This design comes from an exercise in tuning for small area on the open sky130 flow, not from production work. RTL that was checked went through simulation tests only; none was proved equivalent to the original. No activity file was given, so power comes from the tool's default toggle rates. No driver is modelled on the clock port, so clocking that relies on it looks cheaper here than on a real chip.

==> flow/design.v <==
module EQComparator_16bit#(
    parameter WORD_WIDTH = 16
)(
    input logic             [WORD_WIDTH-1:0]    inA,
    input logic             [WORD_WIDTH-1:0]    inB,
    output logic                                out
);
    assign out = (inA == inB);
endmodule
`timescale 1ns / 1ps
module QTU_FMB #(
    parameter MEM_DEPTH = 2048,
    parameter MEM_WIDTH = 8,
    parameter WORD_WIDTH = 16
)(
    input logic                             clk,
    input logic                             nrst,
    input logic                             en,
    input logic                             iAmDestination,
    input logic                             HB_Reset,
    input logic         [WORD_WIDTH-1:0]    fSourceID,
    input logic         [WORD_WIDTH-1:0]    fSourceHops,
    input logic         [WORD_WIDTH-1:0]    fQValue,
    input logic         [WORD_WIDTH-1:0]    fEnergyLeft,
    input logic         [WORD_WIDTH-1:0]    fHopsFromCH,
    input logic         [WORD_WIDTH-1:0]    fChosenCH,
    input logic         [WORD_WIDTH-1:0]    chosenCH,
    input logic         [WORD_WIDTH-1:0]    hopsFromCH,
    input logic         [WORD_WIDTH-1:0]    myQValue,
    output logic        [WORD_WIDTH-1:0]    nodeID,
    output logic        [WORD_WIDTH-1:0]    nodeHops,
    output logic        [WORD_WIDTH-1:0]    nodeEnergy,
    output logic        [WORD_WIDTH-1:0]    nodeQValue,
    output logic        [4:0]               neighborIndex,
    output logic        [WORD_WIDTH-1:0]    chosenHop,
    output logic        [4:0]               neighborCount,
    output logic                            QTUFMB_done
);
    localparam logic [1:0] s_idle    = 2'b00;
    localparam logic [1:0] s_process = 2'b01;
    localparam logic [1:0] s_output  = 2'b10;
    localparam logic [1:0] s_HBreset = 2'b11;
    logic [1:0]            state;
    logic                  clr;
    logic [31:0]           valid;
    logic                  wr;
    logic [WORD_WIDTH-1:0] hopsNeeded;
    logic [WORD_WIDTH-1:0] maxQValue;
    logic [WORD_WIDTH-1:0] bestNeighbor;
    always_ff @(posedge clk or negedge nrst) begin
        if (!nrst) clr <= 1'b1;
        else clr <= 1'b0;
    end
    logic [31:0] hit;
    logic [31:0] we, keep;
    genvar g;
    generate
        for (g = 0; g < 32; g++) begin : cam
            assign we[g]   = wr & (neighborIndex == 5'(g));
            assign keep[g] = ~(we[g] | clr);
            QTU_cam_entry e (.clk(clk), .we(we[g]), .keep(keep[g]), .f(fSourceID), .hit(hit[g]));
        end
    endgenerate
    logic       one;
    logic [4:0] idx, nidx;
    always_comb begin
        for (int k = 0; k < 5; k++) begin
            idx[k]  = 1'b0;
            nidx[k] = 1'b0;
            for (int i = 0; i < 32; i++) begin
                if (i & (1 << k)) idx[k]  = idx[k]  | hit[i];
                else              nidx[k] = nidx[k] | hit[i];
            end
        end
        one = (idx[0] | nidx[0]) & ~|(idx & nidx);
    end
    logic same, newEntry;
    EQComparator_16bit c_same (.inA(fChosenCH), .inB(chosenCH), .out(same));
    assign newEntry = same & (~one | ~valid[neighborIndex]);
    assign wr = (state == s_output) & newEntry;
    always_ff @(posedge clk or negedge nrst) begin
        if (!nrst) state <= s_idle;
        else case (state)
            s_idle:    state <= HB_Reset ? s_HBreset : (en ? s_process : s_idle);
            s_process: state <= same ? s_output : s_idle;
            default:   state <= s_idle;
        endcase
    end
    logic hbr;
    assign hbr = (state == s_HBreset);
    always_ff @(posedge clk) begin
        for (int i = 0; i < 32; i++)
            valid[i] <= ~(hbr | clr) & (we[i] | valid[i]);
    end
    always_ff @(posedge clk or negedge nrst) begin
        if (!nrst) neighborCount <= '0;
        else if (hbr) neighborCount <= '0;
        else if (wr) neighborCount <= neighborCount + 5'd1;
    end
    always_ff @(posedge clk or negedge nrst) begin
        if (!nrst) neighborIndex <= '0;
        else if (state == s_process)
            neighborIndex <= newEntry ? neighborCount : (one ? idx : 5'd0);
    end
    logic outEn, outEnN;
    assign outEn  = (state == s_output);
    assign outEnN = ~outEn;
    QTU_ereg #(.RV(16'h0000)) r_nodeID     (.clk(clk), .nrst(nrst), .en(outEn), .enN(outEnN), .d(fSourceID),   .q(nodeID));
    QTU_ereg #(.RV(16'hFFFF)) r_nodeHops   (.clk(clk), .nrst(nrst), .en(outEn), .enN(outEnN), .d(fSourceHops), .q(nodeHops));
    QTU_ereg #(.RV(16'h0000)) r_nodeEnergy (.clk(clk), .nrst(nrst), .en(outEn), .enN(outEnN), .d(fEnergyLeft), .q(nodeEnergy));
    QTU_ereg #(.RV(16'h0000)) r_nodeQValue (.clk(clk), .nrst(nrst), .en(outEn), .enN(outEnN), .d(fQValue),     .q(nodeQValue));
    always_ff @(posedge clk or negedge nrst) begin
        if (!nrst) QTUFMB_done <= 1'b0;
        else QTUFMB_done <= outEn;
    end
    always_ff @(posedge clk)
        hopsNeeded <= HB_Reset ? 16'hFFFF : hopsFromCH - 16'd1;
    logic hopMatch, qGreater, qEqual, idLess, fmb;
    EQComparator_16bit c_hop (.inA(fHopsFromCH), .inB(hopsNeeded), .out(hopMatch));
    EQComparator_16bit c_qeq (.inA(fQValue), .inB(maxQValue), .out(qEqual));
    QTU_gt16 c_qgt (.a(fQValue), .b(maxQValue), .gt(qGreater));
    QTU_gt16 c_idlt (.a(bestNeighbor), .b(fSourceID), .gt(idLess));
    assign fmb      = outEn & iAmDestination;
    always_ff @(posedge clk) begin
        if (hbr || clr) maxQValue <= 16'h0000;
        else if (fmb && hopMatch && qGreater) maxQValue <= fQValue;
    end
    always_ff @(posedge clk or negedge nrst) begin
        if (!nrst) bestNeighbor <= 16'hFFFF;
        else if (hbr) bestNeighbor <= 16'hFFFF;
        else if (fmb) begin
            if (hopsNeeded == 16'h0000) bestNeighbor <= chosenCH;
            else if (hopMatch && (qGreater || (qEqual && idLess)))
                bestNeighbor <= fSourceID;
        end
    end
    assign chosenHop = bestNeighbor;
endmodule
module QTU_cam_entry (
    input  logic        clk,
    input  logic        we,
    input  logic        keep,
    input  logic [15:0] f,
    output logic        hit
);
    logic [15:0] id;
    always_ff @(posedge clk)
        id <= ({16{we}} & f) | ({16{keep}} & id);
    EQComparator_16bit c (.inA(f), .inB(id), .out(hit));
endmodule
module QTU_ereg #(
    parameter logic [15:0] RV = 16'h0000
)(
    input  logic        clk,
    input  logic        nrst,
    input  logic        en,
    input  logic        enN,
    input  logic [15:0] d,
    output logic [15:0] q
);
    always_ff @(posedge clk or negedge nrst)
        if (!nrst) q <= RV;
        else       q <= ({16{en}} & d) | ({16{enN}} & q);
endmodule
module QTU_gt16 (
    input  logic [15:0] a,
    input  logic [15:0] b,
    output logic        gt
);
    logic [16:0] c;
    assign c[0] = 1'b0;
    for (genvar i = 0; i < 16; i++) begin : g
        logic bn;
        assign bn = ~b[i];
        assign c[i+1] = (a[i] & bn) | (a[i] & c[i]) | (bn & c[i]);
    end
    assign gt = c[16];
endmodule
==> flow/config.mk <==
export PLATFORM = sky130hd
export DESIGN_NAME = QTU_FMB
export DESIGN_NICKNAME = QTU_FMB
export VERILOG_FILES = /design/flow/design.v
export SDC_FILE = /design/flow/constraint.sdc
export NUM_CORES = 4
export LEC_CHECK = 0
export CAP_MARGIN = 20
export CORE_MARGIN = 2
export CORE_UTILIZATION = 40
export SLEW_MARGIN = 20
export SYNTH_HIERARCHICAL = 1
==> flow/constraint.sdc <==
create_clock -name core_clock -period 10.0 [get_ports {clk}]
set_input_delay 2.0000 -clock core_clock [delete_from_list [all_inputs] [get_ports {clk}]]
set_output_delay 2.0000 -clock core_clock [all_outputs]
set_load 0.01 [all_outputs]
standard.sh (not shown) runs the stock make flow with config.mk's settings and CLKGATE_MAP_FILE= SYNTH_SCRIPT=/design/flow/synth_recipe.tcl, a recipe that flattens the netlist after the stock synthesis.
==> flow/flow/run.sh <==
#!/bin/bash
export BUFFER_PORTS_ARGS="-buffer_cell sky130_fd_sc_hd__buf_1"
export CTS_ARGS="-sink_clustering_enable -repair_clock_nets -sink_clustering_size 30 -sink_clustering_max_diameter 100 -dont_use_dummy_load"
bash standard.sh > standard.log 2>&1
==> next run, changes <==
--- a/flow/design.v
+++ b/flow/design.v
@@ -116,9 +116,15 @@
     always_ff @(posedge clk)
         hopsNeeded <= HB_Reset ? 16'hFFFF : hopsFromCH - 16'd1;
-    logic hopMatch, qGreater, qEqual, idLess, fmb;
-    EQComparator_16bit c_hop (.inA(fHopsFromCH), .inB(hopsNeeded), .out(hopMatch));
-    EQComparator_16bit c_qeq (.inA(fQValue), .inB(maxQValue), .out(qEqual));
-    QTU_gt16 c_qgt (.a(fQValue), .b(maxQValue), .gt(qGreater));
-    QTU_gt16 c_idlt (.a(bestNeighbor), .b(fSourceID), .gt(idLess));
+    function automatic logic gt16(input logic [15:0] a, input logic [15:0] b);
+        logic g;
+        g = 1'b0;
+        for (int i = 0; i < 16; i++)
+            g = (a[i] & ~b[i]) | (~(a[i] ^ b[i]) & g);
+        gt16 = g;
+    endfunction
+    logic hopMatch, qGreater, qEqual, fmb;
+    assign hopMatch = (fHopsFromCH == hopsNeeded);
+    assign qGreater = gt16(fQValue, maxQValue);
+    assign qEqual   = (fQValue == maxQValue);
     assign fmb      = outEn & iAmDestination;
     always_ff @(posedge clk) begin
@@ -131,5 +137,5 @@
         else if (fmb) begin
             if (hopsNeeded == 16'h0000) bestNeighbor <= chosenCH;
-            else if (hopMatch && (qGreater || (qEqual && idLess)))
+            else if (hopMatch && (qGreater || (qEqual && gt16(bestNeighbor, fSourceID))))
                 bestNeighbor <= fSourceID;
         end
@@ -163,16 +169,2 @@
         else       q <= ({16{en}} & d) | ({16{enN}} & q);
 endmodule
-module QTU_gt16 (
-    input  logic [15:0] a,
-    input  logic [15:0] b,
-    output logic        gt
-);
-    logic [16:0] c;
-    assign c[0] = 1'b0;
-    for (genvar i = 0; i < 16; i++) begin : g
-        logic bn;
-        assign bn = ~b[i];
-        assign c[i+1] = (a[i] & bn) | (a[i] & c[i]) | (bn & c[i]);
-    end
-    assign gt = c[16];
-endmodule
=>
- power drops by about 0.6%
- sequential power barely changes
- critical path depth stays the same
- worst setup slack gets worse by 0.28 ns
- hold slack hardly moves
- clock power is about the same
- wire length drops by about 1.6%
- global-route usage drops by 0.49 points
- core utilization is about the same
- sequential share of layout area is about the same

// QTU_FMB: RTL as listed in full above, without the edits since
export LEC_CHECK = 0
export CAP_MARGIN = 0
export CORE_MARGIN = 2
export CORE_UTILIZATION = 40
export SLEW_MARGIN = 0
export SYNTH_HIERARCHICAL = 1
create_clock -name core_clock -period 10.0 [get_ports {clk}]
==> flow/flow/run.sh <==
#!/bin/bash
export BUFFER_PORTS_ARGS="-buffer_cell sky130_fd_sc_hd__buf_1"
export PRE_RESIZE_TCL="$(pwd)/flow/downsize.tcl"
export CTS_ARGS="-sink_clustering_enable -repair_clock_nets -sink_clustering_size 30 -sink_clustering_max_diameter 100 -dont_use_dummy_load"
bash standard.sh > standard.log 2>&1
==> flow/flow/downsize.tcl <==
# Before the resizer's repair_design (3_4): swap every combinational cell to
# the smallest cell of its family (same function and pins, e.g. nor4_2 to
# nor4_1); repair_design then fixes any slew or capacitance this breaks.
set db [ord::get_db]
set n 0
foreach inst [[ord::get_db_block] getInsts] {
  set m [$inst getMaster]
  set name [$m getName]
  if {![regexp {^(sky130_fd_sc_hd__[a-z0-9]+)_([0-9]+)$} $name -> base drive]} { continue }
  if {[regexp {__(df|edf|sdf|sedf|dl|tap|fill|decap|conb)} $name]} { continue }
  set best $m
  set barea [expr {[$m getWidth] * [$m getHeight]}]
  foreach d {0 1 2 3 4 6 8 12 16} {
    set c [$db findMaster ${base}_$d]
    if {$c eq "NULL" || $c eq ""} { continue }
    set a [expr {[$c getWidth] * [$c getHeight]}]
    if {$a < $barea} { set best $c; set barea $a }
  }
  if {$best ne $m} {
    $inst swapMaster $best
    incr n
  }
}
puts "downsize.tcl: swapped $n instances to a smaller cell"
Next try:
--- a/flow/design.v
+++ b/flow/design.v
@@ -118,25 +118,23 @@
     logic hopMatch, qGreater, qEqual, idLess, fmb;
     EQComparator_16bit c_hop (.inA(fHopsFromCH), .inB(hopsNeeded), .out(hopMatch));
     EQComparator_16bit c_qeq (.inA(fQValue), .inB(maxQValue), .out(qEqual));
     QTU_gt16 c_qgt (.a(fQValue), .b(maxQValue), .gt(qGreater));
     QTU_gt16 c_idlt (.a(bestNeighbor), .b(fSourceID), .gt(idLess));
     assign fmb      = outEn & iAmDestination;
-    always_ff @(posedge clk) begin
-        if (hbr || clr) maxQValue <= 16'h0000;
-        else if (fmb && hopMatch && qGreater) maxQValue <= fQValue;
-    end
-    always_ff @(posedge clk or negedge nrst) begin
-        if (!nrst) bestNeighbor <= 16'hFFFF;
-        else if (hbr) bestNeighbor <= 16'hFFFF;
-        else if (fmb) begin
-            if (hopsNeeded == 16'h0000) bestNeighbor <= chosenCH;
-            else if (hopMatch && (qGreater || (qEqual && idLess)))
-                bestNeighbor <= fSourceID;
-        end
-    end
+    logic ldQ, keepQ;
+    assign ldQ   = fmb & hopMatch & qGreater;
+    assign keepQ = ~(ldQ | hbr | clr);
+    QTU_sreg r_maxQ (.clk(clk), .ld(ldQ), .keep(keepQ), .d(fQValue), .q(maxQValue));
+    logic hn0, selCH, selF, keepBN;
+    assign hn0    = (hopsNeeded == 16'h0000);
+    assign selCH  = fmb & hn0;
+    assign selF   = fmb & ~hn0 & hopMatch & (qGreater | (qEqual & idLess));
+    assign keepBN = ~(selCH | selF | hbr);
+    QTU_bnreg r_bestNeighbor (.clk(clk), .nrst(nrst), .set(hbr), .selA(selCH), .selB(selF),
+                              .keep(keepBN), .a(chosenCH), .b(fSourceID), .q(bestNeighbor));
     assign chosenHop = bestNeighbor;
 endmodule
 module QTU_cam_entry (
     input  logic        clk,
     input  logic        we,
     input  logic        keep,
@@ -173,6 +171,31 @@
         logic bn;
         assign bn = ~b[i];
         assign c[i+1] = (a[i] & bn) | (a[i] & c[i]) | (bn & c[i]);
     end
     assign gt = c[16];
 endmodule
+module QTU_sreg (
+    input  logic        clk,
+    input  logic        ld,
+    input  logic        keep,
+    input  logic [15:0] d,
+    output logic [15:0] q
+);
+    always_ff @(posedge clk)
+        q <= ({16{ld}} & d) | ({16{keep}} & q);
+endmodule
+module QTU_bnreg (
+    input  logic        clk,
+    input  logic        nrst,
+    input  logic        set,
+    input  logic        selA,
+    input  logic        selB,
+    input  logic        keep,
+    input  logic [15:0] a,
+    input  logic [15:0] b,
+    output logic [15:0] q
+);
+    always_ff @(posedge clk or negedge nrst)
+        if (!nrst) q <= 16'hFFFF;
+        else       q <= {16{set}} | ({16{selA}} & a) | ({16{selB}} & b) | ({16{keep}} & q);
+endmodule
Result: The changed run completed without violations. Sequential share of layout area goes down by 0.21 points. First-iteration DRC count climbs by 6.4%. Synthesized area hardly moves. Total power grows by 1.1%. Clock-buffer cell count goes up by 1. Worst setup slack gets better by 0.47 ns. Final area increases by 0.48%. Critical path depth drops by 1. Routed wire length increases by 1.1%. Sequential power stays flat. Core utilization grows by 0.20 points. Maximum frequency rises by 6.1%. Non-clock buffer count shrinks by 5. Via count fell by 0.79%.
Only the layout flow was run in the second run of this note; the RTL was not checked for function there.

QTU_FMB, a different RTL version from the one above (not shown whole).
For scale: ~2400 cells after synthesis, roughly 240 I/O pins, ~32000 sq um of cells after synthesis.
==> module QTU_FMB, before the edit <==
module QTU_FMB #(
    parameter MEM_DEPTH = 2048,
    parameter MEM_WIDTH = 8,
    parameter WORD_WIDTH = 16
)(
    input logic                             clk,
    input logic                             nrst,
    input logic                             en,
    input logic                             iAmDestination,
    input logic                             HB_Reset,
    input logic         [WORD_WIDTH-1:0]    fSourceID,
    input logic         [WORD_WIDTH-1:0]    fSourceHops,
    input logic         [WORD_WIDTH-1:0]    fQValue,
    input logic         [WORD_WIDTH-1:0]    fEnergyLeft,
    input logic         [WORD_WIDTH-1:0]    fHopsFromCH,
    input logic         [WORD_WIDTH-1:0]    fChosenCH,
    input logic         [WORD_WIDTH-1:0]    chosenCH,
    input logic         [WORD_WIDTH-1:0]    hopsFromCH,
    input logic         [WORD_WIDTH-1:0]    myQValue,
    output logic        [WORD_WIDTH-1:0]    nodeID,
    output logic        [WORD_WIDTH-1:0]    nodeHops,
    output logic        [WORD_WIDTH-1:0]    nodeEnergy,
    output logic        [WORD_WIDTH-1:0]    nodeQValue,
    output logic        [4:0]               neighborIndex,
    output logic        [WORD_WIDTH-1:0]    chosenHop,
    output logic        [4:0]               neighborCount,
    output logic                            QTUFMB_done
);
    localparam logic [1:0] s_idle    = 2'b00;
    localparam logic [1:0] s_process = 2'b01;
    localparam logic [1:0] s_output  = 2'b10;
    localparam logic [1:0] s_HBreset = 2'b11;
    logic [1:0]            state;
    logic [31:0]           valid;
    logic [31:0]           written;
    logic [WORD_WIDTH-1:0] ids [31:0];
    logic [WORD_WIDTH-1:0] hopsNeeded;
    logic [WORD_WIDTH-1:0] maxQValue;
    logic [WORD_WIDTH-1:0] bestNeighbor;
    logic [31:0] hit;
    logic        fzero;
    assign fzero = (fSourceID == '0);
    genvar g;
    generate
        for (g = 0; g < 32; g++) begin : cam
            logic eq;
            EQComparator_16bit C (.inA(fSourceID), .inB(ids[g]), .out(eq));
            assign hit[g] = written[g] ? eq : fzero;
        end
    endgenerate
    logic       one;
    logic [4:0] idx;
    always_comb begin
        logic [15:0] a1, m1;
        logic [7:0]  a2, m2;
        logic [3:0]  a3, m3;
        logic [1:0]  a4, m4;
        for (int i = 0; i < 16; i++) begin
            a1[i] = hit[2*i] | hit[2*i+1];
            m1[i] = hit[2*i] & hit[2*i+1];
        end
        for (int i = 0; i < 8; i++) begin
            a2[i] = a1[2*i] | a1[2*i+1];
            m2[i] = m1[2*i] | m1[2*i+1] | (a1[2*i] & a1[2*i+1]);
        end
        for (int i = 0; i < 4; i++) begin
            a3[i] = a2[2*i] | a2[2*i+1];
            m3[i] = m2[2*i] | m2[2*i+1] | (a2[2*i] & a2[2*i+1]);
        end
        for (int i = 0; i < 2; i++) begin
            a4[i] = a3[2*i] | a3[2*i+1];
            m4[i] = m3[2*i] | m3[2*i+1] | (a3[2*i] & a3[2*i+1]);
        end
        one = (a4[0] | a4[1]) & ~(m4[0] | m4[1] | (a4[0] & a4[1]));
        idx = '0;
        for (int i = 0; i < 32; i++)
            if (hit[i]) idx = idx | 5'(i);
    end
    logic same, newEntry;
    assign same     = (fChosenCH == chosenCH);
    assign newEntry = same & (~one | ~valid[neighborIndex]);
    logic wr;
    assign wr = (state == s_output) & newEntry;
    always_ff @(posedge clk or negedge nrst) begin
        if (!nrst) state <= s_idle;
        else case (state)
            s_idle:    state <= HB_Reset ? s_HBreset : (en ? s_process : s_idle);
            s_process: state <= same ? s_output : s_idle;
            default:   state <= s_idle;
        endcase
    end
    always_ff @(posedge clk or negedge nrst) begin
        if (!nrst) begin
            valid   <= '0;
            written <= '0;
        end else begin
            for (int i = 0; i < 32; i++) begin
                if (wr && neighborIndex == 5'(i)) begin
                    valid[i]   <= 1'b1;
                    written[i] <= 1'b1;
                end else if (state == s_HBreset) begin
                    valid[i]   <= 1'b0;
                end
            end
        end
    end
    always_ff @(posedge clk) begin
        for (int i = 0; i < 32; i++)
            if (wr && neighborIndex == 5'(i))
                ids[i] <= fSourceID;
    end
    always_ff @(posedge clk or negedge nrst) begin
        if (!nrst) neighborCount <= '0;
        else if (state == s_HBreset) neighborCount <= '0;
        else if (wr) neighborCount <= neighborCount + 5'd1;
    end
    always_ff @(posedge clk or negedge nrst) begin
        if (!nrst) neighborIndex <= '0;
        else if (state == s_process)
            neighborIndex <= newEntry ? neighborCount : (one ? idx : 5'd0);
    end
    always_ff @(posedge clk or negedge nrst) begin
        if (!nrst) begin
            nodeID     <= 16'h0000;
            nodeHops   <= 16'hFFFF;
            nodeEnergy <= 16'h0000;
            nodeQValue <= 16'h0000;
        end else if (state == s_output) begin
            nodeID     <= fSourceID;
            nodeHops   <= fSourceHops;
            nodeEnergy <= fEnergyLeft;
            nodeQValue <= fQValue;
        end
    end
    always_ff @(posedge clk or negedge nrst) begin
        if (!nrst) QTUFMB_done <= 1'b0;
        else QTUFMB_done <= (state == s_output);
    end
    always_ff @(posedge clk)
        hopsNeeded <= HB_Reset ? 16'hFFFF : hopsFromCH - 16'd1;
    function automatic logic gt16(input logic [15:0] a, input logic [15:0] b);
        logic g;
        g = 1'b0;
        for (int i = 0; i < 16; i++)
            g = (a[i] & ~b[i]) | (~(a[i] ^ b[i]) & g);
        gt16 = g;
    endfunction
    logic hopMatch, qGreater, qEqual;
    assign hopMatch = (fHopsFromCH == hopsNeeded);
    assign qGreater = gt16(fQValue, maxQValue);
    assign qEqual   = (fQValue == maxQValue);
    always_ff @(posedge clk or negedge nrst) begin
        if (!nrst) begin
            maxQValue    <= 16'h0000;
            bestNeighbor <= 16'hFFFF;
        end else if (state == s_HBreset) begin
            maxQValue    <= 16'h0000;
            bestNeighbor <= 16'hFFFF;
        end else if (state == s_output && iAmDestination) begin
            if (hopMatch && qGreater) maxQValue <= fQValue;
            if (hopsNeeded == 16'h0000) bestNeighbor <= chosenCH;
            else if (hopMatch && (qGreater || (qEqual && gt16(bestNeighbor, fSourceID))))
                bestNeighbor <= fSourceID;
        end
    end
    assign chosenHop = bestNeighbor;
endmodule
Settings: LEC_CHECK=0, CAP_MARGIN=20, CORE_MARGIN=2, CORE_UTILIZATION=40, SLEW_MARGIN=20; clock period 10.0 ns.
==> flow/flow/run.sh <==
#!/bin/bash
export BUFFER_PORTS_ARGS="-buffer_cell sky130_fd_sc_hd__buf_1"
export CTS_ARGS="-sink_clustering_enable -repair_clock_nets -sink_clustering_size 30 -sink_clustering_max_diameter 100 -dont_use_dummy_load"
bash standard.sh > standard.log 2>&1
==> next run, changes <==
--- a/flow/design.v
+++ b/flow/design.v
@@ -147,6 +147,8 @@
         else QTUFMB_done <= (state == s_output);
     end
-    always_ff @(posedge clk)
-        hopsNeeded <= HB_Reset ? 16'hFFFF : hopsFromCH - 16'd1;
+    always_ff @(posedge clk or negedge nrst) begin
+        if (!nrst) hopsNeeded <= 16'hFFFF;
+        else hopsNeeded <= HB_Reset ? 16'hFFFF : hopsFromCH - 16'd1;
+    end
     function automatic logic gt16(input logic [15:0] a, input logic [15:0] b);
         logic g;
The new run completed with no timing, DRC or antenna violations.
Final area came out lower by 2.3%.
Area after synthesis came out lower by 0.79%.
Routed wire length came out lower by 1.6%.
Register-to-register slack gains 0.26 ns.
Hold slack is about the same.
Total power came out lower by 2.5%.
Via count came out lower by 5.0%.
Sequential cell count does not change.
Function was not checked in any run of this note: the RTL went through the layout flow alone.

## static timing again, ports no longer ideal
How much do the figures lean on ideal ports? The routed layouts below were timed once more, with nothing changed but the port constraints. Step 1 sets driving cells, clkbuf_16 on the clock port and buf_2 on the other inputs (assumed; they add their load-dependent delay and slew). Step 2 times the ports against the registers' clock, not the clock port: input delays grow and output delays shrink by t, the midpoint of the rising clock arrivals with the driver on. a / b / c = ideal / step 1 / step 2; a / b = the first two.
run	t (ns)	setup slack, ns	worst setup path at the end	worst data-port slew with drivers (ns)
the first run of note 1	0.656	3.101 / 3.140 / 2.484	input to register	0.05
the second run of note 1	0.657	2.825 / 2.863 / 2.206	input to register	0.08
the first run of note 2	0.650	1.843 / 1.876 / 1.225	input to register	0.05
the second run of note 2	0.677	2.315 / 2.358 / 1.681	input to register	0.07
the first run of note 3	0.675	2.785 / 2.821 / 2.146	input to register	0.07
the second run of note 3	0.654	3.032 / 3.058 / 2.404	input to register	0.08
After both steps every run listed still meets setup and hold. The setup slack of the first run of note 3, which loses most, moves by +0.036 ns with the drivers and by -0.639 ns with both steps.
